This is an optimization exercise on Yosys and OpenROAD, whose aim is small area, a short achievable clock period and few clock cycles per item, not a production implementation.
Function was not checked in any run shown here: the RTL went through the layout flow alone.

File: flow/design.v
module mac(input [7:0] a, input [9:1] t, input [3:0] s1, input [3:0] s2,
           input [3:0] s3, input clr,
           input [17:0] acc_s, input [4:0] acc_c,
           output [17:0] ns, output [4:0] nc);
  wire p0_0, p0_1, p0_2, p0_3, p0_4, p0_5, p0_6, p0_7, p0_8, p0_9, p1_0, p1_1, p1_2, p1_3, p1_4, p1_5, p1_6, p1_7, p1_8, p1_9, p2_0, p2_1, p2_2, p2_3, p2_4, p2_5, p2_6, p2_7, p2_8, p2_9, p3_0, p3_1, p3_2, p3_3, p3_4, p3_5, p3_6, p3_7, p3_8, p3_9, q0, q1, q2, q3, q4, q5, q6, q7, q8, q9, q10, q11, q12, q13, q14, q15, q16, q17, r3, r6, r9, r12, r15, x1, y1, x2, y2, x3, y3, x4, y4, x5, y5, x6, y6, x7, y7, x8, y8, x9, y9, x10, y10, x11, y11, x12, y12, x13, y13, x14, y14, x15, y15, x16, y16, x17, y17, x18, y18, x19, y19, x20, y20, x21, y21, x22, y22, x23, y23, x24, y24, x25, y25, x26, y26, x27, y27, x28, y28, x29, y29, x30, y30, x31, y31, x32, y32, x33, y33;
  assign p0_0 = (s1[0] & a[0]) | (s3[0] & a[0]);
  assign p0_1 = (s1[0] & a[1]) | (s2[0] & a[0]) | (s3[0] & t[1]);
  assign p0_2 = (s1[0] & a[2]) | (s2[0] & a[1]) | (s3[0] & t[2]);
  assign p0_3 = (s1[0] & a[3]) | (s2[0] & a[2]) | (s3[0] & t[3]);
  assign p0_4 = (s1[0] & a[4]) | (s2[0] & a[3]) | (s3[0] & t[4]);
  assign p0_5 = (s1[0] & a[5]) | (s2[0] & a[4]) | (s3[0] & t[5]);
  assign p0_6 = (s1[0] & a[6]) | (s2[0] & a[5]) | (s3[0] & t[6]);
  assign p0_7 = (s1[0] & a[7]) | (s2[0] & a[6]) | (s3[0] & t[7]);
  assign p0_8 = (s2[0] & a[7]) | (s3[0] & t[8]);
  assign p0_9 = (s3[0] & t[9]);
  assign p1_0 = (s1[1] & a[0]) | (s3[1] & a[0]);
  assign p1_1 = (s1[1] & a[1]) | (s2[1] & a[0]) | (s3[1] & t[1]);
  assign p1_2 = (s1[1] & a[2]) | (s2[1] & a[1]) | (s3[1] & t[2]);
  assign p1_3 = (s1[1] & a[3]) | (s2[1] & a[2]) | (s3[1] & t[3]);
  assign p1_4 = (s1[1] & a[4]) | (s2[1] & a[3]) | (s3[1] & t[4]);
  assign p1_5 = (s1[1] & a[5]) | (s2[1] & a[4]) | (s3[1] & t[5]);
  assign p1_6 = (s1[1] & a[6]) | (s2[1] & a[5]) | (s3[1] & t[6]);
  assign p1_7 = (s1[1] & a[7]) | (s2[1] & a[6]) | (s3[1] & t[7]);
  assign p1_8 = (s2[1] & a[7]) | (s3[1] & t[8]);
  assign p1_9 = (s3[1] & t[9]);
  assign p2_0 = (s1[2] & a[0]) | (s3[2] & a[0]);
  assign p2_1 = (s1[2] & a[1]) | (s2[2] & a[0]) | (s3[2] & t[1]);
  assign p2_2 = (s1[2] & a[2]) | (s2[2] & a[1]) | (s3[2] & t[2]);
  assign p2_3 = (s1[2] & a[3]) | (s2[2] & a[2]) | (s3[2] & t[3]);
  assign p2_4 = (s1[2] & a[4]) | (s2[2] & a[3]) | (s3[2] & t[4]);
  assign p2_5 = (s1[2] & a[5]) | (s2[2] & a[4]) | (s3[2] & t[5]);
  assign p2_6 = (s1[2] & a[6]) | (s2[2] & a[5]) | (s3[2] & t[6]);
  assign p2_7 = (s1[2] & a[7]) | (s2[2] & a[6]) | (s3[2] & t[7]);
  assign p2_8 = (s2[2] & a[7]) | (s3[2] & t[8]);
  assign p2_9 = (s3[2] & t[9]);
  assign p3_0 = (s1[3] & a[0]) | (s3[3] & a[0]);
  assign p3_1 = (s1[3] & a[1]) | (s2[3] & a[0]) | (s3[3] & t[1]);
  assign p3_2 = (s1[3] & a[2]) | (s2[3] & a[1]) | (s3[3] & t[2]);
  assign p3_3 = (s1[3] & a[3]) | (s2[3] & a[2]) | (s3[3] & t[3]);
  assign p3_4 = (s1[3] & a[4]) | (s2[3] & a[3]) | (s3[3] & t[4]);
  assign p3_5 = (s1[3] & a[5]) | (s2[3] & a[4]) | (s3[3] & t[5]);
  assign p3_6 = (s1[3] & a[6]) | (s2[3] & a[5]) | (s3[3] & t[6]);
  assign p3_7 = (s1[3] & a[7]) | (s2[3] & a[6]) | (s3[3] & t[7]);
  assign p3_8 = (s2[3] & a[7]) | (s3[3] & t[8]);
  assign p3_9 = (s3[3] & t[9]);
  assign q0 = acc_s[0] & ~clr;
  assign q1 = acc_s[1] & ~clr;
  assign q2 = acc_s[2] & ~clr;
  assign q3 = acc_s[3] & ~clr;
  assign q4 = acc_s[4] & ~clr;
  assign q5 = acc_s[5] & ~clr;
  assign q6 = acc_s[6] & ~clr;
  assign q7 = acc_s[7] & ~clr;
  assign q8 = acc_s[8] & ~clr;
  assign q9 = acc_s[9] & ~clr;
  assign q10 = acc_s[10] & ~clr;
  assign q11 = acc_s[11] & ~clr;
  assign q12 = acc_s[12] & ~clr;
  assign q13 = acc_s[13] & ~clr;
  assign q14 = acc_s[14] & ~clr;
  assign q15 = acc_s[15] & ~clr;
  assign q16 = acc_s[16] & ~clr;
  assign q17 = acc_s[17] & ~clr;
  assign r3 = acc_c[0] & ~clr;
  assign r6 = acc_c[1] & ~clr;
  assign r9 = acc_c[2] & ~clr;
  assign r12 = acc_c[3] & ~clr;
  assign r15 = acc_c[4] & ~clr;
  fa u1(.a(p0_6), .b(p1_4), .c(p2_2), .s(x1), .co(y1));
  fa u2(.a(p0_7), .b(p1_5), .c(p2_3), .s(x2), .co(y2));
  fa u3(.a(p0_8), .b(p1_6), .c(p2_4), .s(x3), .co(y3));
  fa u4(.a(p0_9), .b(p1_7), .c(p2_5), .s(x4), .co(y4));
  ha u5(.a(p3_3), .b(q9), .s(x5), .co(y5));
  fa u6(.a(p1_8), .b(p2_6), .c(p3_4), .s(x6), .co(y6));
  ha u7(.a(p1_9), .b(p2_7), .s(x7), .co(y7));
  ha u8(.a(p2_8), .b(p3_6), .s(x8), .co(y8));
  ha u9(.a(p0_3), .b(p1_1), .s(x9), .co(y9));
  fa u10(.a(p0_4), .b(p1_2), .c(p2_0), .s(x10), .co(y10));
  fa u11(.a(p0_5), .b(p1_3), .c(p2_1), .s(x11), .co(y11));
  fa u12(.a(p3_0), .b(q6), .c(r6), .s(x12), .co(y12));
  fa u13(.a(p3_1), .b(q7), .c(y1), .s(x13), .co(y13));
  fa u14(.a(p3_2), .b(q8), .c(y2), .s(x14), .co(y14));
  fa u15(.a(r9), .b(y3), .c(x5), .s(x15), .co(y15));
  fa u16(.a(q10), .b(y5), .c(y4), .s(x16), .co(y16));
  fa u17(.a(p3_5), .b(q11), .c(x7), .s(x17), .co(y17));
  fa u18(.a(q12), .b(r12), .c(y7), .s(x18), .co(y18));
  fa u19(.a(p2_9), .b(p3_7), .c(q13), .s(x19), .co(y19));
  ha u20(.a(p0_2), .b(p1_0), .s(x20), .co(y20));
  fa u21(.a(q3), .b(r3), .c(x9), .s(x21), .co(y21));
  fa u22(.a(q4), .b(y9), .c(x10), .s(x22), .co(y22));
  fa u23(.a(q5), .b(y10), .c(x11), .s(x23), .co(y23));
  fa u24(.a(y11), .b(x1), .c(x12), .s(x24), .co(y24));
  fa u25(.a(x2), .b(y12), .c(x13), .s(x25), .co(y25));
  fa u26(.a(x3), .b(y13), .c(x14), .s(x26), .co(y26));
  fa u27(.a(x4), .b(y14), .c(x15), .s(x27), .co(y27));
  fa u28(.a(x6), .b(y15), .c(x16), .s(x28), .co(y28));
  fa u29(.a(y6), .b(x17), .c(y16), .s(x29), .co(y29));
  fa u30(.a(x8), .b(y17), .c(x18), .s(x30), .co(y30));
  fa u31(.a(y8), .b(x19), .c(y18), .s(x31), .co(y31));
  fa u32(.a(p3_8), .b(q14), .c(y19), .s(x32), .co(y32));
  fa u33(.a(p3_9), .b(q15), .c(r15), .s(x33), .co(y33));
  assign {nc[0], ns[2:0]} = {1'b0, x20, p0_1, p0_0} + {1'b0, q2, q1, q0};
  assign {nc[1], ns[5:3]} = {1'b0, x23, x22, x21} + {1'b0, y22, y21, y20};
  assign {nc[2], ns[8:6]} = {1'b0, x26, x25, x24} + {1'b0, y25, y24, y23};
  assign {nc[3], ns[11:9]} = {1'b0, x29, x28, x27} + {1'b0, y28, y27, y26};
  assign {nc[4], ns[14:12]} = {1'b0, x32, x31, x30} + {1'b0, y31, y30, y29};
  assign ns[17:15] = {q17, q16, x33} + {1'b0, y33, y32};
endmodule
module fa(input a, input b, input c, output s, output co);
  assign s = a ^ b ^ c;
  assign co = (a & b) | (a & c) | (b & c);
endmodule
module ha(input a, input b, output s, output co);
  assign s = a ^ b;
  assign co = a & b;
endmodule
`timescale 1ns / 1ps
module toplv_matmul(input st, rst, clk, input [7:0] data_in,
                    output done, output [7:0] dataout);
  reg [2:0] h;
  reg [1:0] j, k;
  reg       run;       
  reg       armed;     
  always @(posedge clk or posedge rst) begin
    if (rst) begin
      h <= 3'd0; j <= 2'd0; k <= 2'd0;
      run <= 1'b0;
      armed <= 1'b0;
    end else if (run) begin
      if (h == 3'd5 && j == 2'd1 && k == 2'd1) begin
        run <= 1'b0;
      end
      if (k == 2'd2) begin
        k <= 2'd0;
        if (j == 2'd2) begin
          j <= 2'd0;
          h <= h + 3'd1;
        end else begin
          j <= j + 2'd1;
        end
      end else begin
        k <= k + 2'd1;
      end
    end else if (armed) begin
      if (!st) begin
        h <= 3'd0; j <= 2'd1; k <= 2'd0;
        run <= 1'b1;
        armed <= 1'b0;
      end
    end else if (st) begin
      armed <= 1'b1;
    end
  end
  reg [7:0] ra [0:8];
  reg [7:0] rb [0:8];
  wire early = (j == 2'd0) || (j == 2'd1 && k == 2'd0);
  wire lda = !run || h == 3'd0 || (h == 3'd1 && early);      
  wire ldb = !run || h <= 3'd1 || (h == 3'd2 && early);      
  integer q;
  always @(posedge clk) begin
    ra[0] <= lda ? data_in : ra[8];
    rb[0] <= ldb ? data_in : rb[8];
    for (q = 1; q < 9; q = q + 1) begin
      ra[q] <= ra[q-1];
      rb[q] <= rb[q-1];
    end
  end
  reg [4:0] pb;      
  reg [2:0] qa;      
  always @(*) begin
    case ({j, k})
      4'd0: pb = 5'b00100;
      4'd1: pb = 5'b00010;
      4'd2: pb = 5'b00001;
      4'd4: pb = 5'b01000;
      4'd5: pb = 5'b00100;
      4'd6: pb = 5'b00010;
      4'd8: pb = 5'b10000;
      4'd9: pb = 5'b01000;
      4'd10: pb = 5'b00100;
      default: pb = 5'b00000;
    endcase
    case ({h, j})
      5'd0: qa = 3'b001;
      5'd1: qa = 3'b010;
      5'd2: qa = 3'b100;
      5'd4: qa = 3'b100;
      5'd5: qa = 3'b001;
      5'd6: qa = 3'b010;
      5'd8: qa = 3'b010;
      5'd9: qa = 3'b100;
      5'd10: qa = 3'b001;
      5'd12: qa = 3'b001;
      5'd13: qa = 3'b010;
      5'd14: qa = 3'b100;
      5'd16: qa = 3'b100;
      5'd17: qa = 3'b001;
      5'd18: qa = 3'b010;
      5'd20: qa = 3'b010;
      5'd21: qa = 3'b100;
      5'd22: qa = 3'b001;
      default: qa = 3'b000;
    endcase
  end
  reg  [7:0]  opa;         
  reg  [9:1]  opt;         
  reg  [3:0]  s1, s2, s3;  
  reg         first;       
  reg         first_o;     
  reg  [17:0] acc_s;
  reg  [4:0] acc_c;    
  reg  [17:0] outr;
  reg         done_r;
  wire [17:0] ns;
  wire [4:0] nc;
  wire [7:0] asel = ({8{qa[0]}} & ra[1]) | ({8{qa[1]}} & ra[4]) | ({8{qa[2]}} & ra[7]);
  wire [7:0] bsel = ({8{pb[0]}} & rb[0]) | ({8{pb[1]}} & rb[2]) | ({8{pb[2]}} & rb[4]) |
                    ({8{pb[3]}} & rb[6]) | ({8{pb[4]}} & rb[8]);
  wire [9:0] asel3 = {2'b0, asel} + {1'b0, asel, 1'b0};
  mac u_mac(.a(opa), .t(opt), .s1(s1), .s2(s2), .s3(s3), .clr(first), .acc_s(acc_s), .acc_c(acc_c),
            .ns(ns), .nc(nc));
  always @(posedge clk) begin
    opa <= asel;
    opt <= asel3[9:1];
    for (q = 0; q < 4; q = q + 1) begin
      s1[q] <= (bsel[2*q +: 2] == 2'd1);
      s2[q] <= (bsel[2*q +: 2] == 2'd2);
      s3[q] <= (bsel[2*q +: 2] == 2'd3);
    end
    first <= (k == 2'd0);
    first_o <= (k == 2'd0) && run;    
    acc_s <= ns;
    acc_c <= nc;
    outr <= first_o ? (acc_s + ({17'd0, acc_c[0]} << 3) + ({17'd0, acc_c[1]} << 6) + ({17'd0, acc_c[2]} << 9) + ({17'd0, acc_c[3]} << 12) + ({17'd0, acc_c[4]} << 15)) : {8'd0, outr[17:8]};
    done_r <= run && h == 3'd2 && j == 2'd1 && k == 2'd0;      
  end
  assign done = done_r;
  assign dataout = outr[7:0];
endmodule
File: flow/config.mk
export PLATFORM = sky130hd
export DESIGN_NAME = toplv_matmul
export DESIGN_NICKNAME = toplv_matmul
export VERILOG_FILES = /design/flow/design.v
export SDC_FILE = /design/flow/constraint.sdc
export NUM_CORES = 4
export LEC_CHECK = 0
export CAP_MARGIN = 20
export CORE_MARGIN = 2
export CORE_UTILIZATION = 40
export CTS_BUF_LIST = sky130_fd_sc_hd__clkbuf_8
export CTS_CLUSTER_DIAMETER = 60
export CTS_CLUSTER_SIZE = 18
export SLEW_MARGIN = 20
export SYNTH_HIERARCHICAL = 1
export SYNTH_MINIMUM_KEEP_SIZE = 0
File: flow/run.sh
#!/bin/bash
# synth_recipe.tcl (not shown) runs the flow's synth.tcl, then flattens the netlist and writes it again
# the make line also repeats each setting of config.mk as NAME=value (left out here)
make -C /OpenROAD-flow-scripts/flow DESIGN_CONFIG=/design/flow/config.mk WORK_HOME=/design/flow/orfs CLKGATE_MAP_FILE= SYNTH_SCRIPT=/design/flow/synth_recipe.tcl finish
File: flow/constraint.sdc
create_clock -name core_clock -period 10.0 [get_ports {clk}]
set_input_delay 2.0000 -clock core_clock [delete_from_list [all_inputs] [get_ports {clk}]]
set_output_delay 2.0000 -clock core_clock [all_outputs]
set_load 0.01 [all_outputs]
==> results of run 1 <==
## state kept, by name (all words and copies together), names as in the netlist, 2 cells and up
| name | count |
|---|---|
| h | 3 |
| outr | 18 |
| j | 2 |
| acc_c | 5 |
| ra | 72 |
| s3 | 4 |
| k | 2 |
| s2 | 4 |
| opt | 9 |
| s1 | 4 |
| rb | 72 |
| opa | 8 |
| acc_s | 18 |
## how the worst min path moves through the flow
stage | end
final | rb[4][6]$_DFF_P_
after global routing | rb[4][6]$_DFF_P_
after CTS | rb[4][6]$_DFF_P_
after detailed placement | ra[1][2]$_DFF_P_
after global placement | rb[2][5]$_DFF_P_
after floorplan | ra[1][0]$_DFF_P_
## final cells by class
| type | count | area [sq um] | area share |
|---|---|---|---|
| clock buffers | 20 | 275 | 0.0294 |
| clock inverters | 8 | 166 | 0.0178 |
| inverters | 66 | 248 | 0.0265 |
| multi-input cells | 394 | 3570 | 0.381 |
| flip-flops and latches | 226 | 4570 | 0.488 |
| well taps | 275 | 344 | 0.0368 |
| repair buffers | 19 | 190 | 0.0203 |
## synth_stat cells, drive strengths merged, types with 2 or more instances
| cell | count |
|---|---|
| a21o | 6 |
| o2bb2ai | 8 |
| nor2 | 16 |
| mux2 | 22 |
| o21ai | 14 |
| nand3 | 12 |
| ha | 40 |
| nor2b | 32 |
| a41oi | 2 |
| buf | 33 |
| a21boi | 4 |
| inv | 66 |
| dfrtp | 9 |
| a221oi | 8 |
| o21bai | 3 |
| xor2 | 10 |
| and3 | 4 |
| a21oi | 18 |
| o22ai | 8 |
| dfxtp | 217 |
| nand2b | 4 |
| or2 | 2 |
| nor3 | 5 |
| and2 | 8 |
| mux2i | 10 |
| o211ai | 2 |
| a41o | 2 |
| a222oi | 35 |
| fa | 35 |
| and2b | 2 |
| clkbuf | 11 |
| xnor2 | 14 |
| a22o | 4 |
| o21a | 6 |
| or4b | 3 |
| nand2 | 23 |
| a22oi | 16 |
| or3 | 4 |
## through the flow
stage	utilization	setup WS, ns	hold slack (ns)
3_3_place_gp	0.420	6.71	0.310
4_1_cts	0.441	6.55	0.311
6_report	0.441	6.49	0.320
5_1_grt	0.441	6.28	0.312
3_5_place_dp	0.420	6.55	0.312
2_1_floorplan	-	7.04	0.310
## metal layers
| layer | wire length, um | share of wire | track usage | vias up |
|---|---|---|---|---|
| li1 | - | - | - | 2515 |
| met1 | 7760 | 0.46 | 0.202 | 2517 |
| met2 | 7730 | 0.46 | 0.251 | 154 |
| met3 | 825 | 0.049 | 0.0260 | 47 |
| met4 | 588 | 0.035 | 0.0569 | 0 |
| met5 | 0 | 0 | 0 | - |
## per-module statistics from Yosys, one instance, submodules excluded
module | flops+latches | cells inside | times used
toplv_matmul | 226 | 522 | 1
ha | 0 | 1 | 5
mac | 0 | 175 | 1
fa | 0 | 1 | 28
## critical path, stage by stage (launching register included)
cell      delay [ns]
dfrtp_1         0.69
nand2b_1        0.30
o32a_2          0.20
o21ai_2         0.13
a222oi_1        0.39
inv_1           0.17
ha_1            0.26
fa_1            0.40
a21o_1          0.18
a21oi_1         0.23
o21bai_1        0.10
a21o_1          0.21
a21o_1          0.18
## logic make-up after synthesis
kind of cell,count (synthesis),share of synthesized area
compound gates,144,0.131
xor+xnor,24,0.0250
fa+ha+maj,75,0.138
buf+inv,110,0.0658
flops,226,0.525
mux,32,0.0399
simple gates,119,0.0756
## placed cells by master (no fill, tap or decap), drive strengths merged, types with 8 or more instances in the layout
master         instances
dfxtp                217
inv                   68
ha                    40
a222oi                35
fa                    35
nor2b                 32
nand2                 23
mux2                  22
clkbuf                20
clkdlybuf4s50         19
a21oi                 18
nor2                  16
a22oi                 16
xnor2                 14
o21ai                 14
nand3                 12
mux2i                 10
xor2                  10
dfrtp                  9
a221oi                 8
o22ai                  8
and2                   8
o2bb2ai                8
==> results.cfg, run 1 <==
[sta]
post-route-period-util = 0.351
grt_setup_unrepaired = no
final-setup-viol-count = 0
slew_headroom = 0.380
tns_ns = 0
slew_violations = 0
period_minus_slack_ns = 3.51
hold_viol = 0
fmax_ghz = 0.285
fin_skew_ns = 0.0257
worst_slew_pin_slew_ns = 0.929

[clock_network]
clk_pin_slew_ns = 0.10
cts_root_buffer = clkbuf_8
htreeDepth = 1
cts_tree = built
insertion_delay_ns = 0.53
post_cts_buffers = 0
cts_buffer_depth = 3
cts.sinks = 226
cts_hold_buffers = 0
cts_made_buffers = 19
post_cts_resized = 0

[final_layout]
drive_gt1_frac = 0.0832
postLayoutCellArea_sq_mm = 0.00936
fin_cells = 1008
nNetsFinal = 812
final.fill_count = 1959
areaGrowthSynthToFinish_pct = 7.47
diodes = 0

[synth]
ys_seq_area_frac = 0.525
syn_inst = 730
synth.distinct_cells = 61
synth_nets = 816
synth-edff-count = 0
synth_ff_type = dfxtp_1
syn_area_sq_mm = 0.00871
ys_seq_elements = 226
synth.top_cell.area_share = 0.499
yosys-top-cells-area = dfxtp_1 50%, fa_1 8.0%, ha_1 5.7%
postSynthAreaPerCell_sq_um = 11.9
ys_warn_count = 9
synth_top_area_cell = dfxtp_1
synthArstFlopShare = 0.0398

[global_routing]
grt_max_degree = 24
grt_pass1_vias = 5301
grtUsageTotal = 0.152
grt_pass1_wl_um = 27600
antenna_found_initial = 0
grt_overflow = 0

[setup_path]
worstSetupEndpointType = flip-flop
cp_data_required_time_ns = 10.44
r2r_cells = 12
crit_end = opt[9]$_DFF_P_
r2r_slack_ns = 6.49
startpoint = j[1]$_DFFE_PP0P_
worstPathMaxFanout = 18
cp-start-kind = flip-flop
r2r-end = opt[9]$_DFF_P_
critPathKind = flip-flop to flip-flop
crit_arrival_ns = 3.95
timing.rr.start = j[1]$_DFFE_PP0P_

[routing]
vias = 5233
drc = 0
first_iter_violations = 417
wire_per_inst_um = 16.8
vias_per_cell = 5.19
postRouteAntennaNets = 0
first_pass_iters = 7
finalWirelength_um = 16900

[floorplanning]
dieWidth_um = 152
core-area_sq_mm = 0.0212
fp.dieH_um = 152
num_rows = 53
start_util = 0.410
die-area_sq_mm = 0.0230
io_pins = 20

[job]
drv_cap = 0

[hold_path]
hold_depth = 0
hold_class = flip-flop to flip-flop
hp-start = rb[3][6]$_DFF_P_

[placement]
io_buffer_count = 19
dpl_cell_area_sq_mm = 0.00892
globalplace.congestion = 0.850
place_hpwl_um = 12200
placed_cells = 980

[run_status]
status = no timing/DRC/antenna violations
==> run 2: changes to the inputs <==
--- a/flow/design.v
+++ b/flow/design.v
@@ -166,40 +166,80 @@
     end
   end
-  reg [4:0] pb;      
-  reg [2:0] qa;      
+  reg [4:0] pb, pb_n;      
+  reg [2:0] qa, qa_n;      
   always @(*) begin
     case ({j, k})
-      4'd0: pb = 5'b00100;
-      4'd1: pb = 5'b00010;
-      4'd2: pb = 5'b00001;
-      4'd4: pb = 5'b01000;
-      4'd5: pb = 5'b00100;
-      4'd6: pb = 5'b00010;
-      4'd8: pb = 5'b10000;
-      4'd9: pb = 5'b01000;
-      4'd10: pb = 5'b00100;
-      default: pb = 5'b00000;
+      4'd0: pb_n = 5'b00010;
+      4'd1: pb_n = 5'b00001;
+      4'd2: pb_n = 5'b01000;
+      4'd4: pb_n = 5'b00100;
+      4'd5: pb_n = 5'b00010;
+      4'd6: pb_n = 5'b10000;
+      4'd8: pb_n = 5'b01000;
+      4'd9: pb_n = 5'b00100;
+      4'd10: pb_n = 5'b00100;
+      default: pb_n = 5'b00000;
     endcase
-    case ({h, j})
-      5'd0: qa = 3'b001;
-      5'd1: qa = 3'b010;
-      5'd2: qa = 3'b100;
-      5'd4: qa = 3'b100;
-      5'd5: qa = 3'b001;
-      5'd6: qa = 3'b010;
-      5'd8: qa = 3'b010;
-      5'd9: qa = 3'b100;
-      5'd10: qa = 3'b001;
-      5'd12: qa = 3'b001;
-      5'd13: qa = 3'b010;
-      5'd14: qa = 3'b100;
-      5'd16: qa = 3'b100;
-      5'd17: qa = 3'b001;
-      5'd18: qa = 3'b010;
-      5'd20: qa = 3'b010;
-      5'd21: qa = 3'b100;
-      5'd22: qa = 3'b001;
-      default: qa = 3'b000;
+    case ({h, j, k})
+      7'd0: qa_n = 3'b001;
+      7'd1: qa_n = 3'b001;
+      7'd2: qa_n = 3'b010;
+      7'd4: qa_n = 3'b010;
+      7'd5: qa_n = 3'b010;
+      7'd6: qa_n = 3'b100;
+      7'd8: qa_n = 3'b100;
+      7'd9: qa_n = 3'b100;
+      7'd10: qa_n = 3'b100;
+      7'd16: qa_n = 3'b100;
+      7'd17: qa_n = 3'b100;
+      7'd18: qa_n = 3'b001;
+      7'd20: qa_n = 3'b001;
+      7'd21: qa_n = 3'b001;
+      7'd22: qa_n = 3'b010;
+      7'd24: qa_n = 3'b010;
+      7'd25: qa_n = 3'b010;
+      7'd26: qa_n = 3'b010;
+      7'd32: qa_n = 3'b010;
+      7'd33: qa_n = 3'b010;
+      7'd34: qa_n = 3'b100;
+      7'd36: qa_n = 3'b100;
+      7'd37: qa_n = 3'b100;
+      7'd38: qa_n = 3'b001;
+      7'd40: qa_n = 3'b001;
+      7'd41: qa_n = 3'b001;
+      7'd42: qa_n = 3'b001;
+      7'd48: qa_n = 3'b001;
+      7'd49: qa_n = 3'b001;
+      7'd50: qa_n = 3'b010;
+      7'd52: qa_n = 3'b010;
+      7'd53: qa_n = 3'b010;
+      7'd54: qa_n = 3'b100;
+      7'd56: qa_n = 3'b100;
+      7'd57: qa_n = 3'b100;
+      7'd58: qa_n = 3'b100;
+      7'd64: qa_n = 3'b100;
+      7'd65: qa_n = 3'b100;
+      7'd66: qa_n = 3'b001;
+      7'd68: qa_n = 3'b001;
+      7'd69: qa_n = 3'b001;
+      7'd70: qa_n = 3'b010;
+      7'd72: qa_n = 3'b010;
+      7'd73: qa_n = 3'b010;
+      7'd74: qa_n = 3'b010;
+      7'd80: qa_n = 3'b010;
+      7'd81: qa_n = 3'b010;
+      7'd82: qa_n = 3'b100;
+      7'd84: qa_n = 3'b100;
+      7'd85: qa_n = 3'b100;
+      7'd86: qa_n = 3'b001;
+      7'd88: qa_n = 3'b001;
+      7'd89: qa_n = 3'b001;
+      7'd90: qa_n = 3'b001;
+      default: qa_n = 3'b000;
     endcase
+  end
+  always @(posedge clk) begin
+    pb <= pb_n;
+    qa <= qa_n;
   end
   reg  [7:0]  opa;         
==> results.cfg, run 2 <==
[run_status]
status = no timing/DRC/antenna violations

[sta]
slew_violations = 0
fin_skew_ns = 0.0237
period_minus_slack_ns = 3.38
worst_slew_pin_slew_ns = 0.989
tns_ns = 0
hold_slack_ns = 0.330
grt_setup_unrepaired = no
slew_headroom = 0.340
post-route-period-util = 0.338
final-setup-viol-count = 0
hold_viol = 0
fmax_ghz = 0.295

[clock_network]
cts.sinks = 234
insertion_delay_ns = 0.53
post_cts_resized = 0
cts_buffer_depth = 3
cts_hold_buffers = 0
htreeDepth = 1
cts_root_buffer = clkbuf_8
cts_made_buffers = 19
clk_pin_slew_ns = 0.11
cts_tree = built
post_cts_buffers = 0

[final_layout]
final_cell_mix = 225 x dfxtp_1, 77 x inv_1, 46 x ha_1
areaGrowthSynthToFinish_pct = 6.10
diodes = 0
reg_top3 = ra: 72 flops, rb: 72 flops
drive_gt1_frac = 0.0936
mostFrequentLayoutCell = dfxtp_1
final_util = 0.434
nNetsFinal = 821

[hold_path]
hold_class = flip-flop to flip-flop
hp-start = rb[7][5]$_DFF_P_

[synth]
ys_seq_area_frac = 0.530
postSynthAreaPerCell_sq_um = 12.1
yosysMostFrequentCell = dfxtp_1
yosys-top-cells-area = dfxtp_1 50%, fa_1 7.9%, ha_1 6.5%
synthArstFlopShare = 0.0385
ys_warn_count = 9
synthTopCellsByCount = 225 x dfxtp_1, 74 x inv_1, 46 x ha_1
synth_ff_type = dfxtp_1
syn_inst = 739
synth-edff-count = 0
synth_nets = 831
synth.top_cell.area_share = 0.505
synth.distinct_cells = 68
ys_seq_elements = 234
synth_top_area_cell = dfxtp_1
syn_area_sq_mm = 0.00892

[setup_path]
worstSetupEndpointType = output pin
path_cells = clkdlybuf4s50_1
path_delay_family = buffers and inverters
cp_data_required_time_ns = 8.00
startpoint = outr[7]$_DFF_P_
critPathKind = flip-flop to output pin
cp.buffers_inverters = 1
crit_arrival_ns = 1.38
worstPathMaxFanout = 1
timing.rr.start = opa[6]$_DFF_P_
critPathSlowestCell = clkdlybuf4s50_1
cp-start-kind = flip-flop
cpPeakStageDelay_ns = 0.53

[routing]
vias = 5221
first_iter_violations = 454
finalWirelength_um = 16200
first_pass_iters = 8
drc = 0
postRouteAntennaNets = 0
vias_per_cell = 5.13
wire_per_inst_um = 15.9

[floorplanning]
fp.dieH_um = 153
dieWidth_um = 153
start_util = 0.409
core-area_sq_mm = 0.0218
die-area_sq_mm = 0.0235
num_rows = 54
io_pins = 20

[placement]
place_hpwl_um = 11800
globalplace.congestion = 0.855
io_buffer_count = 19

[global_routing]
grt_pass1_vias = 5334
antenna_found_initial = 0
grt_pass1_wl_um = 27500
grtUsageTotal = 0.142
grt_max_degree = 30
grt_overflow = 0

[job]
drv_cap = 0
run 2: cell count changes in the layout (fill, tap and decap cells not counted), moves of 6 or more:
cell | before | now
mux2i_1 | 10 | 4
o22ai_1 | 8 | 2
ha_1 | 40 | 46
inv_1 | 65 | 77
a222oi_1 | 35 | 43
o2bb2ai_1 | 7 | 0
a22oi_1 | 16 | 2
dfxtp_1 | 217 | 225
a221oi_1 | 8 | 0
a221oi_2 | 0 | 8
run 2: final cells by class:
class	count	area [sq um]
Fill cell	2046	12400
Sequential cell	234	4730
Multi-Input combinational cell	381	3560
Tap cell	280	350
Inverter	74	278
Clock buffer	20	275
Timing Repair Buffer	19	190
Clock inverter	9	81.3
run 2: worst paths after layout:
path	endpoint	slack, ns	depth (start not counted)
setup / recovery	dataout[7]	6.62	1
hold / removal	rb[8][5]$_DFF_P_	0.33	0
setup reg to reg	acc_s[11]$_DFF_P_	6.86	9
hold reg to reg	rb[8][5]$_DFF_P_	0.33	0
max in group asynchronous	k[1]$_DFFE_PP0P_	8.00	2
min in group asynchronous	run$_DFF_PP0_	1.73	2
run 2: kinds of logic after synthesis:
| family | synth area share |
|---|---|
| xor gates and xnor gates | 0.0177 |
| buffers and inverters | 0.0707 |
| DFF | 0.530 |
| adders and majority gates | 0.143 |
| and+or+nand+nor | 0.0791 |
| AOI/OAI and AO/OA | 0.126 |
| muxes | 0.0335 |
run 2: Yosys stat by module (local to each module, per instance):
module        cells inside  times used  area, sq um
toplv_matmul           531           1         6970
fa                       1          28         20.0
ha                       1           5         12.5
mac                    175           1         1330
run 2: routing by layer:
metal	GRT usage	routed length, um
met5	0	0
met4	0.0389	344
met3	0.0215	667
met2	0.239	7800
met1	0.191	7400
run 2: stage by stage:
| step | area, sq um | setup WS, ns | instances |
|---|---|---|---|
| 6_report | 9460 | 6.62 | 1017 |
| 5_1_grt | 9460 | 6.54 | 1017 |
| 3_5_place_dp | 9110 | 6.76 | 988 |
| 3_3_place_gp | 9110 | 6.81 | 988 |
| 2_1_floorplan | 8920 | 6.98 | 739 |
| 4_1_cts | 9460 | 6.57 | 1017 |
==> run 3: changes to the inputs <==
--- a/flow/config.mk
+++ b/flow/config.mk
@@ -8,5 +8,5 @@
 export CAP_MARGIN = 20
 export CORE_MARGIN = 2
-export CORE_UTILIZATION = 40
+export CORE_UTILIZATION = 65
 export CTS_BUF_LIST = sky130_fd_sc_hd__clkbuf_8
 export CTS_CLUSTER_DIAMETER = 60
==> results.cfg, run 3 <==
[sta]
post-route-period-util = 0.336
fmax_ghz = 0.297
hold_slack_ns = 0.331
grt_setup_unrepaired = no
final-setup-viol-count = 0
slew_headroom = 0.500
fin_skew_ns = 0.0132
worst_slew_pin_slew_ns = 0.749
hold_viol = 0
period_minus_slack_ns = 3.36
tns_ns = 0
slew_violations = 0

[synth]
synth_mux_area_frac = 0.0335
ys_warn_count = 9
synth_ff_type = dfxtp_1
synthAdderAreaFrac = 0.143
yosysMostFrequentCell = dfxtp_1
ys_seq_elements = 234
syn_area_sq_mm = 0.00892
synth_top_family_by_area = adder cells
synth_compound_area_frac = 0.126
syn_inst = 739
synth-edff-count = 0
synthTopCellsByCount = 225 x dfxtp_1, 74 x inv_1, 46 x ha_1
synth.distinct_cells = 68
synthArstFlopShare = 0.0385
postSynthAreaPerCell_sq_um = 12.1
yosys-top-cells-area = dfxtp_1 50%, fa_1 7.9%, ha_1 6.5%
synth_nets = 831
synth-xor-area-share = 0.0177
ys_seq_area_frac = 0.530
synth_top_area_cell = dfxtp_1
synth-simple-area-share = 0.0791
synth.top_cell.area_share = 0.505

[clock_network]
cts_buffer_depth = 3
cts.sinks = 234
post_cts_buffers = 0
htreeDepth = 1
insertion_delay_ns = 0.51
clk_pin_slew_ns = 0.10
cts_made_buffers = 17
cts_hold_buffers = 0
cts_tree = built
cts_root_buffer = clkbuf_8
post_cts_resized = 0

[routing]
first_pass_iters = 8
postRouteAntennaNets = 0
first_iter_violations = 603
wire_per_inst_um = 17.9
vias = 5239
drc = 0
finalWirelength_um = 16300
vias_per_cell = 5.78

[run_status]
status = no timing/DRC/antenna violations

[hold_path]
hold_class = flip-flop to flip-flop

[floorplanning]
start_util = 0.668
num_rows = 42
io_pins = 20
core-area_sq_mm = 0.0133
die-area_sq_mm = 0.0147
fp.dieH_um = 121
dieWidth_um = 121

[setup_path]
worstSetupEndpointType = output pin
path_delay_family = buffers and inverters
cp_data_required_time_ns = 8.00
crit_arrival_ns = 1.36
cp.buffers_inverters = 1
worstPathMaxFanout = 1
path_cells = clkdlybuf4s50_1
cpPeakStageDelay_ns = 0.53
critPathSlowestCell = clkdlybuf4s50_1
cp-start-kind = flip-flop
r2r_slack_ns = 6.79
critPathKind = flip-flop to output pin

[global_routing]
grt_pass1_wl_um = 26900
grt_max_degree = 30
antenna_found_initial = 0
grtUsageTotal = 0.233
grt_pass1_vias = 5296
grt_overflow = 0

[final_layout]
areaGrowthSynthToFinish_pct = 3.73
drive_gt1_frac = 0.0889
mostFrequentLayoutCell = dfxtp_1
final.fill_count = 979
final_cell_mix = 225 x dfxtp_1, 75 x inv_1, 46 x ha_1
nNetsFinal = 820
diodes = 0
reg_top3 = ra: 72 flops, rb: 72 flops

[job]
drv_cap = 0

[placement]
globalplace.congestion = 0.899
place_hpwl_um = 11900
io_buffer_count = 19
==> run 3: worst paths after layout <==
path,from,to,cells after the start
min in group asynchronous,rst,j[0]$_DFFE_PP0P_,2
setup reg to reg,s3[1]$_DFF_P_,acc_s[11]$_DFF_P_,9
hold / removal,rb[1][4]$_DFF_P_,rb[2][4]$_DFF_P_,0
hold reg to reg,rb[1][4]$_DFF_P_,rb[2][4]$_DFF_P_,0
max in group asynchronous,rst,h[2]$_DFFE_PP0P_,2
setup / recovery,done_r$_DFF_P_,done,1
==> run 3: layout make-up <==
class                   instances  area (sq um)  area share
flip-flops and latches        234          4730       0.511
repair buffers                 20           198      0.0214
clock buffers                  17           234      0.0253
clock inverters                 5          33.8     0.00365
multi-input cells             381          3560       0.385
inverters                      74           278      0.0300
well taps                     176           220      0.0238
==> run 3: stage by stage <==
stage / area, sq um / instances / utilization / worst slack, ns
finish: 9250 / 907 / 0.693 / 6.64
floorplan: 8920 / 739 / - / 6.98
global placement: 8980 / 885 / 0.673 / 6.81
global route: 9250 / 907 / 0.693 / 6.56
CTS: 9250 / 907 / 0.693 / 6.60
detailed placement: 8980 / 885 / 0.673 / 6.76
==> run 3: kinds of logic after synthesis <==
group,after synthesis
AO/OA/AOI/OAI,128
XOR/XNOR,18
adder cells (fa/ha/maj),81
buffers and inverters,124
flip-flops,234
multiplexers,27
AND/OR/NAND/NOR,127
==> run 3: layer usage <==
layer  vias up  share of wire  GRT usage  wire [um]
met5         -              0          0          0
met4         0          0.020     0.0589        320
met3        23          0.058     0.0437        947
met2       170           0.48      0.395       7820
met1      2520           0.44      0.311       7180
li1       2526              -          -          -
==> run 3: Yosys stat by module (local to each module, per instance) <==
module        flops+latches  cell area (sq um)
toplv_matmul            234               6970
ha                        0               12.5
mac                       0               1330
fa                        0               20.0
==> run 4: changes to the inputs <==
==> flow/flow/run.sh (new file) <==
#!/bin/bash
set -euo pipefail
cd "$(dirname "$0")/.."
source flow/knobs.sh
bash standard.sh > flow_make.log 2>&1
==> flow/flow/knobs.sh (new file) <==
export SETUP_SLACK_MARGIN=6.5
export BUFFER_PORTS_ARGS="-buffer_cell sky130_fd_sc_hd__buf_2"
export CTS_ARGS="-sink_clustering_enable -repair_clock_nets -dont_use_dummy_load -buf_list sky130_fd_sc_hd__clkbuf_8 -sink_clustering_size 18 -sink_clustering_max_diameter 60"
==> flow/standard.sh (new file) <==
#!/bin/bash
# synth_recipe.tcl (not shown) runs the flow's synth.tcl, then flattens the netlist and writes it again
# the make line also repeats each setting of config.mk as NAME=value (left out here)
make -C /OpenROAD-flow-scripts/flow DESIGN_CONFIG=/design/flow/config.mk WORK_HOME=/design/flow/orfs CLKGATE_MAP_FILE= SYNTH_SCRIPT=/design/flow/synth_recipe.tcl "${@:-finish}"
--- a/flow/config.mk
+++ b/flow/config.mk
@@ -8,5 +8,5 @@
 export CAP_MARGIN = 20
 export CORE_MARGIN = 2
-export CORE_UTILIZATION = 65
+export CORE_UTILIZATION = 40
 export CTS_BUF_LIST = sky130_fd_sc_hd__clkbuf_8
 export CTS_CLUSTER_DIAMETER = 60
removed: flow/run.sh
==> results.cfg, run 4 <==
[run_status]
status = no timing/DRC/antenna violations

[synth]
ys_seq_area_frac = 0.530
syn_inst = 739
yosys-top-cells-area = dfxtp_1 50%, fa_1 7.9%, ha_1 6.5%
ys_seq_elements = 234
synth_nets = 831
syn_area_sq_mm = 0.00892
synthTopCellsByCount = 225 x dfxtp_1, 74 x inv_1, 46 x ha_1
postSynthAreaPerCell_sq_um = 12.1
synthArstFlopShare = 0.0385
synth.distinct_cells = 68
synth.top_cell.area_share = 0.505
synth_ff_type = dfxtp_1
synth_top_area_cell = dfxtp_1
yosysMostFrequentCell = dfxtp_1
ys_warn_count = 9
synth-edff-count = 0

[clock_network]
cts_buffer_depth = 3
post_cts_buffers = 0
insertion_delay_ns = 0.53
cts_made_buffers = 19
cts_hold_buffers = 0
cts_tree = built
htreeDepth = 1
cts.sinks = 234
clk_pin_slew_ns = 0.10
cts_root_buffer = clkbuf_8
post_cts_resized = 0

[setup_path]
critPathSlowestCell = fa_1
timing.rr.start = s3[1]$_DFF_P_
path_cells = a222oi_1 > inv_1 > fa_1 > fa_1 > fa_1 > ha_1 > inv_1 > fa_1 > inv_1
crit_arrival_ns = 3.62
r2r_cells = 9
cpPeakStageDelay_ns = 0.52
r2r_slack_ns = 6.79
path_delay_family = adder cells
worstPathMaxFanout = 10
cp_data_required_time_ns = 10.41
critPathKind = flip-flop to flip-flop
cp-start-kind = flip-flop
cp.buffers_inverters = 3
crit_top_cell = fa_1
worstSetupEndpointType = flip-flop
r2r-end = acc_s[10]$_DFF_P_

[global_routing]
grtUsageTotal = 0.138
grt_pass1_vias = 5123
grt_max_degree = 30
antenna_found_initial = 0
grt_overflow = 0
grt_pass1_wl_um = 26500

[sta]
tns_ns = 0
fin_skew_ns = 0.0600
grt_setup_unrepaired = no
final-setup-viol-count = 0
worst_slew_pin_slew_ns = 0.732
hold_viol = 0
slew_violations = 0
slew_headroom = 0.511
period_minus_slack_ns = 3.21
post-route-period-util = 0.321
fmax_ghz = 0.312

[final_layout]
reg_top3 = ra: 72 flops, rb: 72 flops
diodes = 0
final_cell_mix = 225 x dfxtp_1, 74 x inv_1, 46 x ha_1
drive_gt1_frac = 0.113
nNetsFinal = 822
postLayoutCellArea_sq_mm = 0.00928
mostFrequentLayoutCell = dfxtp_1
areaGrowthSynthToFinish_pct = 4.05

[routing]
drc = 0
first_iter_violations = 486
first_pass_iters = 10
finalWirelength_um = 15700
wire_per_inst_um = 15.6
postRouteAntennaNets = 0
vias = 5104
vias_per_cell = 5.06

[job]
drv_cap = 0

[placement]
io_buffer_count = 19
place_hpwl_um = 11300
dpl_cell_area_sq_mm = 0.00902
globalplace.congestion = 0.840

[floorplanning]
die-area_sq_mm = 0.0235
num_rows = 54
dieWidth_um = 153
io_pins = 20
core-area_sq_mm = 0.0218
start_util = 0.409
fp.dieH_um = 153

[hold_path]
holdPathEnd = ra[7][2]$_DFF_P_
hold_class = flip-flop to flip-flop
hp-start = ra[6][2]$_DFF_P_
hold_depth = 0
run 4: cell counts after synthesis:
Identical to the previous run, type by type.
run 4: cell type report:
cell class                      count  area, sq um
Inverter                           74          278
Clock buffer                       19          262
Timing Repair Buffer               20          103
Tap cell                          280          350
Multi-Input combinational cell    381         3560
Fill cell                        2046        12500
Sequential cell                   234         4730
run 4: stage by stage:
step	std cells	hold slack [ns]	util	setup slack, ns
finish	1008	0.292	0.425	6.79
global route	1008	0.300	0.425	6.62
CTS	1008	0.290	0.425	6.81
detailed placement	989	0.313	0.413	6.85
global placement	989	0.310	0.413	6.88
floorplan	739	0.310	-	6.98
run 4: layer usage:
layer	vias up	part of all wire	global-route usage
met1	2439	0.47	0.192
met2	111	0.45	0.219
met4	0	0.028	0.0406
li1	2524	-	-
met5	-	0	0
met3	30	0.047	0.0250
run 4: cells by family after synthesis:
kind of cell / count (synthesis) / synth area share
AOI/OAI and AO/OA: 128 / 0.126
xor gates and xnor gates: 18 / 0.0177
DFF: 234 / 0.530
buffers and inverters: 124 / 0.0707
adders and majority gates: 81 / 0.143
and+or+nand+nor: 127 / 0.0791
muxes: 27 / 0.0335
run 4: per-module statistics from Yosys (local to each module, per instance):
| module | flops+latches | copies in the design | cells inside |
|---|---|---|---|
| mac | 0 | 1 | 175 |
| fa | 0 | 28 | 1 |
| toplv_matmul | 234 | 1 | 531 |
| ha | 0 | 5 | 1 |
run 4: worst reg2reg max path: cells and delay by family, from the launching register on:
family                   cells  cell delay [ns]
adder cells (fa/ha/maj)      5             2.11
buffers and inverters        3             0.21
flip-flops                   1             0.41
AO/OA/AOI/OAI                1             0.36
run 4: worst max-delay path by stage:
stage	start	end	slack (ns)	cells past startpoint
floorplan	s3[1]$_DFF_P_	acc_s[11]$_DFF_P_	6.98	10
global placement	s3[1]$_DFF_P_	acc_s[10]$_DFF_P_	6.88	9
detailed placement	s3[1]$_DFF_P_	acc_s[11]$_DFF_P_	6.85	9
CTS	s3[1]$_DFF_P_	acc_s[10]$_DFF_P_	6.81	9
global route	opa[6]$_DFF_P_	acc_s[10]$_DFF_P_	6.62	9
finish	s3[1]$_DFF_P_	acc_s[10]$_DFF_P_	6.79	9
==> run 5: changes to the inputs <==
--- a/flow/design.v
+++ b/flow/design.v
@@ -1,7 +1,7 @@
 module mac(input [7:0] a, input [9:1] t, input [3:0] s1, input [3:0] s2,
            input [3:0] s3, input clr,
-           input [17:0] acc_s, input [4:0] acc_c,
-           output [17:0] ns, output [4:0] nc);
-  wire p0_0, p0_1, p0_2, p0_3, p0_4, p0_5, p0_6, p0_7, p0_8, p0_9, p1_0, p1_1, p1_2, p1_3, p1_4, p1_5, p1_6, p1_7, p1_8, p1_9, p2_0, p2_1, p2_2, p2_3, p2_4, p2_5, p2_6, p2_7, p2_8, p2_9, p3_0, p3_1, p3_2, p3_3, p3_4, p3_5, p3_6, p3_7, p3_8, p3_9, q0, q1, q2, q3, q4, q5, q6, q7, q8, q9, q10, q11, q12, q13, q14, q15, q16, q17, r3, r6, r9, r12, r15, x1, y1, x2, y2, x3, y3, x4, y4, x5, y5, x6, y6, x7, y7, x8, y8, x9, y9, x10, y10, x11, y11, x12, y12, x13, y13, x14, y14, x15, y15, x16, y16, x17, y17, x18, y18, x19, y19, x20, y20, x21, y21, x22, y22, x23, y23, x24, y24, x25, y25, x26, y26, x27, y27, x28, y28, x29, y29, x30, y30, x31, y31, x32, y32, x33, y33;
+           input [17:0] acc_s, input [17:0] acc_c,
+           output [17:0] ns, output [17:0] nc);
+  wire p0_0, p0_1, p0_2, p0_3, p0_4, p0_5, p0_6, p0_7, p0_8, p0_9, p1_0, p1_1, p1_2, p1_3, p1_4, p1_5, p1_6, p1_7, p1_8, p1_9, p2_0, p2_1, p2_2, p2_3, p2_4, p2_5, p2_6, p2_7, p2_8, p2_9, p3_0, p3_1, p3_2, p3_3, p3_4, p3_5, p3_6, p3_7, p3_8, p3_9, q0, q1, q2, q3, q4, q5, q6, q7, q8, q9, q10, q11, q12, q13, q14, q15, q16, q17, r0, r1, r2, r3, r4, r5, r6, r7, r8, r9, r10, r11, r12, r13, r14, r15, r16, r17, x1, y1, x2, y2, x3, y3, x4, y4, x5, y5, x6, y6, x7, y7, x8, y8, x9, y9, x10, y10, x11, y11, x12, y12, x13, y13, x14, y14, x15, y15, x16, y16, x17, y17, x18, y18, x19, y19, x20, y20, x21, y21, x22, y22, x23, y23, x24, y24, x25, y25, x26, y26, x27, y27, x28, y28, x29, y29, x30, y30, x31, y31, x32, y32, x33, y33, x34, y34, x35, y35, x36, y36, x37, y37, x38, y38, x39, y39, x40, y40, x41, y41, x42, y42, x43, y43, x44, y44, x45, y45, x46, y46, x47, y47, x48, y48;
   assign p0_0 = (s1[0] & a[0]) | (s3[0] & a[0]);
   assign p0_1 = (s1[0] & a[1]) | (s2[0] & a[0]) | (s3[0] & t[1]);
@@ -62,48 +62,106 @@
   assign q16 = acc_s[16] & ~clr;
   assign q17 = acc_s[17] & ~clr;
-  assign r3 = acc_c[0] & ~clr;
-  assign r6 = acc_c[1] & ~clr;
-  assign r9 = acc_c[2] & ~clr;
-  assign r12 = acc_c[3] & ~clr;
-  assign r15 = acc_c[4] & ~clr;
-  fa u1(.a(p0_6), .b(p1_4), .c(p2_2), .s(x1), .co(y1));
-  fa u2(.a(p0_7), .b(p1_5), .c(p2_3), .s(x2), .co(y2));
-  fa u3(.a(p0_8), .b(p1_6), .c(p2_4), .s(x3), .co(y3));
-  fa u4(.a(p0_9), .b(p1_7), .c(p2_5), .s(x4), .co(y4));
-  ha u5(.a(p3_3), .b(q9), .s(x5), .co(y5));
-  fa u6(.a(p1_8), .b(p2_6), .c(p3_4), .s(x6), .co(y6));
-  ha u7(.a(p1_9), .b(p2_7), .s(x7), .co(y7));
-  ha u8(.a(p2_8), .b(p3_6), .s(x8), .co(y8));
-  ha u9(.a(p0_3), .b(p1_1), .s(x9), .co(y9));
-  fa u10(.a(p0_4), .b(p1_2), .c(p2_0), .s(x10), .co(y10));
-  fa u11(.a(p0_5), .b(p1_3), .c(p2_1), .s(x11), .co(y11));
-  fa u12(.a(p3_0), .b(q6), .c(r6), .s(x12), .co(y12));
-  fa u13(.a(p3_1), .b(q7), .c(y1), .s(x13), .co(y13));
-  fa u14(.a(p3_2), .b(q8), .c(y2), .s(x14), .co(y14));
-  fa u15(.a(r9), .b(y3), .c(x5), .s(x15), .co(y15));
-  fa u16(.a(q10), .b(y5), .c(y4), .s(x16), .co(y16));
-  fa u17(.a(p3_5), .b(q11), .c(x7), .s(x17), .co(y17));
-  fa u18(.a(q12), .b(r12), .c(y7), .s(x18), .co(y18));
-  fa u19(.a(p2_9), .b(p3_7), .c(q13), .s(x19), .co(y19));
-  ha u20(.a(p0_2), .b(p1_0), .s(x20), .co(y20));
-  fa u21(.a(q3), .b(r3), .c(x9), .s(x21), .co(y21));
-  fa u22(.a(q4), .b(y9), .c(x10), .s(x22), .co(y22));
-  fa u23(.a(q5), .b(y10), .c(x11), .s(x23), .co(y23));
-  fa u24(.a(y11), .b(x1), .c(x12), .s(x24), .co(y24));
-  fa u25(.a(x2), .b(y12), .c(x13), .s(x25), .co(y25));
-  fa u26(.a(x3), .b(y13), .c(x14), .s(x26), .co(y26));
-  fa u27(.a(x4), .b(y14), .c(x15), .s(x27), .co(y27));
-  fa u28(.a(x6), .b(y15), .c(x16), .s(x28), .co(y28));
-  fa u29(.a(y6), .b(x17), .c(y16), .s(x29), .co(y29));
-  fa u30(.a(x8), .b(y17), .c(x18), .s(x30), .co(y30));
-  fa u31(.a(y8), .b(x19), .c(y18), .s(x31), .co(y31));
-  fa u32(.a(p3_8), .b(q14), .c(y19), .s(x32), .co(y32));
-  fa u33(.a(p3_9), .b(q15), .c(r15), .s(x33), .co(y33));
-  assign {nc[0], ns[2:0]} = {1'b0, x20, p0_1, p0_0} + {1'b0, q2, q1, q0};
-  assign {nc[1], ns[5:3]} = {1'b0, x23, x22, x21} + {1'b0, y22, y21, y20};
-  assign {nc[2], ns[8:6]} = {1'b0, x26, x25, x24} + {1'b0, y25, y24, y23};
-  assign {nc[3], ns[11:9]} = {1'b0, x29, x28, x27} + {1'b0, y28, y27, y26};
-  assign {nc[4], ns[14:12]} = {1'b0, x32, x31, x30} + {1'b0, y31, y30, y29};
-  assign ns[17:15] = {q17, q16, x33} + {1'b0, y33, y32};
+  assign r0 = acc_c[0] & ~clr;
+  assign r1 = acc_c[1] & ~clr;
+  assign r2 = acc_c[2] & ~clr;
+  assign r3 = acc_c[3] & ~clr;
+  assign r4 = acc_c[4] & ~clr;
+  assign r5 = acc_c[5] & ~clr;
+  assign r6 = acc_c[6] & ~clr;
+  assign r7 = acc_c[7] & ~clr;
+  assign r8 = acc_c[8] & ~clr;
+  assign r9 = acc_c[9] & ~clr;
+  assign r10 = acc_c[10] & ~clr;
+  assign r11 = acc_c[11] & ~clr;
+  assign r12 = acc_c[12] & ~clr;
+  assign r13 = acc_c[13] & ~clr;
+  assign r14 = acc_c[14] & ~clr;
+  assign r15 = acc_c[15] & ~clr;
+  assign r16 = acc_c[16] & ~clr;
+  assign r17 = acc_c[17] & ~clr;
+  ha u1(.a(p0_4), .b(p1_2), .s(x1), .co(y1));
+  fa u2(.a(p0_5), .b(p1_3), .c(p2_1), .s(x2), .co(y2));
+  fa u3(.a(p0_6), .b(p1_4), .c(p2_2), .s(x3), .co(y3));
+  ha u4(.a(p3_0), .b(q6), .s(x4), .co(y4));
+  fa u5(.a(p0_7), .b(p1_5), .c(p2_3), .s(x5), .co(y5));
+  fa u6(.a(p3_1), .b(q7), .c(r7), .s(x6), .co(y6));
+  fa u7(.a(p0_8), .b(p1_6), .c(p2_4), .s(x7), .co(y7));
+  fa u8(.a(p3_2), .b(q8), .c(r8), .s(x8), .co(y8));
+  fa u9(.a(p0_9), .b(p1_7), .c(p2_5), .s(x9), .co(y9));
+  fa u10(.a(p3_3), .b(q9), .c(r9), .s(x10), .co(y10));
+  fa u11(.a(p1_8), .b(p2_6), .c(p3_4), .s(x11), .co(y11));
+  ha u12(.a(q10), .b(r10), .s(x12), .co(y12));
+  fa u13(.a(p1_9), .b(p2_7), .c(p3_5), .s(x13), .co(y13));
+  ha u14(.a(q11), .b(r11), .s(x14), .co(y14));
+  fa u15(.a(p2_8), .b(p3_6), .c(q12), .s(x15), .co(y15));
+  ha u16(.a(p2_9), .b(p3_7), .s(x16), .co(y16));
+  ha u17(.a(p0_2), .b(p1_0), .s(x17), .co(y17));
+  fa u18(.a(p0_3), .b(p1_1), .c(q3), .s(x18), .co(y18));
+  fa u19(.a(p2_0), .b(q4), .c(r4), .s(x19), .co(y19));
+  fa u20(.a(q5), .b(r5), .c(y1), .s(x20), .co(y20));
+  fa u21(.a(r6), .b(y2), .c(x4), .s(x21), .co(y21));
+  fa u22(.a(y4), .b(y3), .c(x5), .s(x22), .co(y22));
+  fa u23(.a(y5), .b(x7), .c(y6), .s(x23), .co(y23));
+  fa u24(.a(y7), .b(x9), .c(y8), .s(x24), .co(y24));
+  fa u25(.a(y9), .b(x12), .c(x11), .s(x25), .co(y25));
+  fa u26(.a(y12), .b(y11), .c(x14), .s(x26), .co(y26));
+  fa u27(.a(r12), .b(y14), .c(y13), .s(x27), .co(y27));
+  fa u28(.a(q13), .b(r13), .c(x16), .s(x28), .co(y28));
+  fa u29(.a(p3_8), .b(q14), .c(r14), .s(x29), .co(y29));
+  ha u30(.a(p3_9), .b(q15), .s(x30), .co(y30));
+  ha u31(.a(p0_0), .b(q0), .s(x31), .co(y31));
+  fa u32(.a(p0_1), .b(q1), .c(r1), .s(x32), .co(y32));
+  fa u33(.a(q2), .b(r2), .c(x17), .s(x33), .co(y33));
+  fa u34(.a(r3), .b(y17), .c(x18), .s(x34), .co(y34));
+  fa u35(.a(x1), .b(y18), .c(x19), .s(x35), .co(y35));
+  fa u36(.a(x2), .b(y19), .c(x20), .s(x36), .co(y36));
+  fa u37(.a(x3), .b(y20), .c(x21), .s(x37), .co(y37));
+  fa u38(.a(x6), .b(y21), .c(x22), .s(x38), .co(y38));
+  fa u39(.a(x8), .b(y22), .c(x23), .s(x39), .co(y39));
+  fa u40(.a(x10), .b(y23), .c(x24), .s(x40), .co(y40));
+  fa u41(.a(y10), .b(y24), .c(x25), .s(x41), .co(y41));
+  fa u42(.a(x13), .b(y25), .c(x26), .s(x42), .co(y42));
+  fa u43(.a(x15), .b(y26), .c(x27), .s(x43), .co(y43));
+  fa u44(.a(y15), .b(x28), .c(y27), .s(x44), .co(y44));
+  fa u45(.a(y16), .b(x29), .c(y28), .s(x45), .co(y45));
+  fa u46(.a(r15), .b(x30), .c(y29), .s(x46), .co(y46));
+  fa u47(.a(q16), .b(r16), .c(y30), .s(x47), .co(y47));
+  ha u48(.a(q17), .b(r17), .s(x48), .co(y48));
+  assign ns[0] = x31;
+  assign nc[0] = r0;
+  assign ns[1] = x32;
+  assign nc[1] = y31;
+  assign ns[2] = x33;
+  assign nc[2] = y32;
+  assign ns[3] = x34;
+  assign nc[3] = y33;
+  assign ns[4] = x35;
+  assign nc[4] = y34;
+  assign ns[5] = x36;
+  assign nc[5] = y35;
+  assign ns[6] = x37;
+  assign nc[6] = y36;
+  assign ns[7] = x38;
+  assign nc[7] = y37;
+  assign ns[8] = x39;
+  assign nc[8] = y38;
+  assign ns[9] = x40;
+  assign nc[9] = y39;
+  assign ns[10] = x41;
+  assign nc[10] = y40;
+  assign ns[11] = x42;
+  assign nc[11] = y41;
+  assign ns[12] = x43;
+  assign nc[12] = y42;
+  assign ns[13] = x44;
+  assign nc[13] = y43;
+  assign ns[14] = x45;
+  assign nc[14] = y44;
+  assign ns[15] = x46;
+  assign nc[15] = y45;
+  assign ns[16] = x47;
+  assign nc[16] = y46;
+  assign ns[17] = x48;
+  assign nc[17] = y47;
 endmodule
 module fa(input a, input b, input c, output s, output co);
@@ -249,9 +307,9 @@
   reg         first_o;     
   reg  [17:0] acc_s;
-  reg  [4:0] acc_c;    
+  reg  [17:0] acc_c;    
   reg  [17:0] outr;
   reg         done_r;
   wire [17:0] ns;
-  wire [4:0] nc;
+  wire [17:0] nc;
   wire [7:0] asel = ({8{qa[0]}} & ra[1]) | ({8{qa[1]}} & ra[4]) | ({8{qa[2]}} & ra[7]);
   wire [7:0] bsel = ({8{pb[0]}} & rb[0]) | ({8{pb[1]}} & rb[2]) | ({8{pb[2]}} & rb[4]) |
@@ -272,5 +330,5 @@
     acc_s <= ns;
     acc_c <= nc;
-    outr <= first_o ? (acc_s + ({17'd0, acc_c[0]} << 3) + ({17'd0, acc_c[1]} << 6) + ({17'd0, acc_c[2]} << 9) + ({17'd0, acc_c[3]} << 12) + ({17'd0, acc_c[4]} << 15)) : {8'd0, outr[17:8]};
+    outr <= first_o ? (acc_s + {acc_c[17], acc_c[16], acc_c[15], acc_c[14], acc_c[13], acc_c[12], acc_c[11], acc_c[10], acc_c[9], acc_c[8], acc_c[7], acc_c[6], acc_c[5], acc_c[4], acc_c[3], acc_c[2], acc_c[1], acc_c[0]}) : {8'd0, outr[17:8]};
     done_r <= run && h == 3'd2 && j == 2'd1 && k == 2'd0;      
   end
==> flow/flow/knobs.sh (replaced) <==
export SETUP_SLACK_MARGIN=7.0
export BUFFER_PORTS_ARGS="-buffer_cell sky130_fd_sc_hd__buf_2"
export CTS_ARGS="-sink_clustering_enable -repair_clock_nets -dont_use_dummy_load -buf_list sky130_fd_sc_hd__clkbuf_8 -sink_clustering_size 18 -sink_clustering_max_diameter 60"
==> results.cfg, run 5 <==
[clock_network]
cts_buffer_depth = 3
cts.sinks = 247
post_cts_buffers = 0
cts_tree = built
clk_pin_slew_ns = 0.10
cts_root_buffer = clkbuf_8
insertion_delay_ns = 0.55
cts_made_buffers = 21
htreeDepth = 1

[hold_path]
hp-start = rb[7][5]$_DFF_P_
hold_class = flip-flop to flip-flop

[sta]
final-setup-viol-count = 0
slew_headroom = 0.444
fmax_ghz = 0.338
worst_slew_pin_slew_ns = 0.834
fin_skew_ns = 0.0734
slew_violations = 0
tns_ns = 0
grt_setup_unrepaired = yes
hold_viol = 0
period_minus_slack_ns = 2.96
post-route-period-util = 0.296

[global_routing]
antenna_found_initial = 0
grt_pass1_vias = 5389
grt_max_degree = 37
grtUsageTotal = 0.133
grt_pass1_wl_um = 27700
grt_overflow = 0

[floorplanning]
die-area_sq_mm = 0.0253
fp.dieH_um = 159
start_util = 0.409
io_pins = 20
num_rows = 56
core-area_sq_mm = 0.0235
dieWidth_um = 159

[setup_path]
critPathKind = flip-flop to output pin
crit_arrival_ns = 0.96
cpPeakStageDelay_ns = 0.32
cp.buffers_inverters = 1
cp-start-kind = flip-flop
path_cells = buf_6
worstSetupEndpointType = output pin
cp_data_required_time_ns = 8.00
timing.rr.start = qa[0]$_DFF_P_
path_delay_family = flip-flops
startpoint = done_r$_DFF_P_
worstPathMaxFanout = 1
critPathSlowestCell = dfxtp_2

[final_layout]
drive_gt1_frac = 0.111
diodes = 0
areaGrowthSynthToFinish_pct = 2.47
nNetsFinal = 877
final_cell_mix = 235 x dfxtp_1, 63 x inv_1, 50 x nor2b_1
mostFrequentLayoutCell = dfxtp_1
reg_top3 = ra: 72 flops, rb: 72 flops

[synth]
syn_inst = 820
postSynthAreaPerCell_sq_um = 11.7
yosys-top-cells-area = dfxtp_1 49%, fa_1 8.5%, ha_1 5.8%
synth_top_area_cell = dfxtp_1
ys_warn_count = 9
synth_nets = 917
synth-edff-count = 0
synth_ff_type = dfxtp_1
ys_seq_area_frac = 0.518
syn_area_sq_mm = 0.00963
synth.top_cell.area_share = 0.495
synthArstFlopShare = 0.0364
yosysMostFrequentCell = dfxtp_1
ys_seq_elements = 247
synth.distinct_cells = 59
synthTopCellsByCount = 238 x dfxtp_1, 63 x inv_1, 50 x nor2b_1

[routing]
vias_per_cell = 4.90
wl_met2_um = 7310
wire_per_inst_um = 15.0
postRouteAntennaNets = 0
drc = 0
first_iter_violations = 385
first_pass_iters = 6
vias = 5377
wl_met3_um = 694
routed.top_layer = met4
wl_met1_um = 8060
finalWirelength_um = 16500

[run_status]
status = no timing/DRC/antenna violations

[placement]
place_hpwl_um = 12000
io_buffer_count = 19
globalplace.congestion = 0.803

[job]
drv_cap = 0
run 5: changes by cell type in the layout (fill, tap and decap cells not counted), moves of 7 or more:
cell	change
inv_1	-11
o21ai_0	+12
nand2_1	+8
nor2_1	+7
dfxtp_1	+10
nand2b_1	+9
a221oi_1	+8
nor2b_1	+20
nand3_1	-12
run 5: worst paths after layout:
| check | to | slack (ns) | cells past startpoint |
|---|---|---|---|
| hold / removal | rb[8][5]$_DFF_P_ | 0.26 | 0 |
| setup / recovery | done | 7.04 | 1 |
| min in group asynchronous | armed$_DFFE_PP0N_ | 1.41 | 2 |
| setup reg to reg | opt[9]$_DFF_P_ | 7.35 | 11 |
| max in group asynchronous | h[2]$_DFFE_PP0P_ | 8.33 | 2 |
| hold reg to reg | rb[8][5]$_DFF_P_ | 0.26 | 0 |
run 5: per-module statistics from Yosys (local to each module, per instance):
module        area [sq um]  flops+latches  times used
ha                    12.5              0           9
toplv_matmul          7590            247           1
fa                    20.0              0          39
mac                   1150              0           1
run 5: layer usage:
metal  vias up  global-route usage
met2       119               0.214
met3        31              0.0247
met5         -                   0
li1       2661                   -
met4         0              0.0364
met1      2566               0.183
run 5: what timing repair did:
action,CTS,global route
resized for setup,0,6
endpoints found under the setup margin,0,4
hold buffers,0,0
run 5: logic make-up (layout without fill, tap and decap cells):
family	Yosys count	count (layout)	share of synthesized area
compound gates	139	139	0.116
xor+xnor	17	17	0.0155
fa+ha+maj	86	86	0.144
buf+inv	146	104	0.0843
flops	247	247	0.518
mux	33	33	0.0377
simple gates	152	152	0.0844
run 5: layout make-up:
class / count / area [sq um]
Inverter: 63 / 236
Tap cell: 319 / 399
Clock buffer: 21 / 289
Sequential cell: 247 / 4990
Timing Repair Buffer: 20 / 121
Multi-Input combinational cell: 427 / 3830
Fill cell: 2285 / 13700
run 5: metrics by stage:
| stage | cells | hold WS (ns) | instance area, sq um | worst slack [ns] | util |
|---|---|---|---|---|---|
| after floorplan | 820 | 0.310 | 9630 | 7.19 | - |
| after global placement | 1076 | 0.310 | 9560 | 7.00 | 0.406 |
| after detailed placement | 1076 | 0.312 | 9560 | 6.97 | 0.406 |
| after CTS | 1097 | 0.257 | 9850 | 7.01 | 0.418 |
| after global routing | 1097 | 0.252 | 9870 | 6.98 | 0.419 |
| final | 1097 | 0.256 | 9870 | 7.04 | 0.419 |

[port drivers added, routing unchanged]
In the flow no input, the clock included, has a driving cell. The finished layouts below were timed again as built, in two steps. Step 1 sets driving cells, clkbuf_16 on the clock port and buf_2 on the other inputs (assumed; they add their load-dependent delay and slew). Step 2 adds t to the input delays and takes it off the output delays; t is the mean of the earliest and latest rising clock arrival at the registers after step 1. Input paths then give back, and output paths get back, about the clock's delay inside the block. a / b / c = ideal / step 1 / step 2; a / b = the first two.
run	shift t [ns]	setup slack, ns	worst hold slack (ns)	cell pins on the clock port's net
run 1	0.557	6.487 / 6.487 / 6.487	0.320 / 0.320 / 0.320	1
run 2	0.559	6.615 / 6.575 / 6.775	0.330 / 0.330 / 0.330	1
run 3	0.540	6.637 / 6.600 / 6.738	0.331 / 0.331 / 0.331	1
run 4	0.534	6.793 / 6.793 / 6.793	0.292 / 0.292 / 0.292	1
run 5	0.550	7.041 / 7.002 / 7.003	0.256 / 0.256 / 0.256	1
After both steps every run listed still meets setup and hold. For run 5, which loses most, drivers alone change the setup slack by -0.039 ns; drivers and shift together by -0.038 ns.
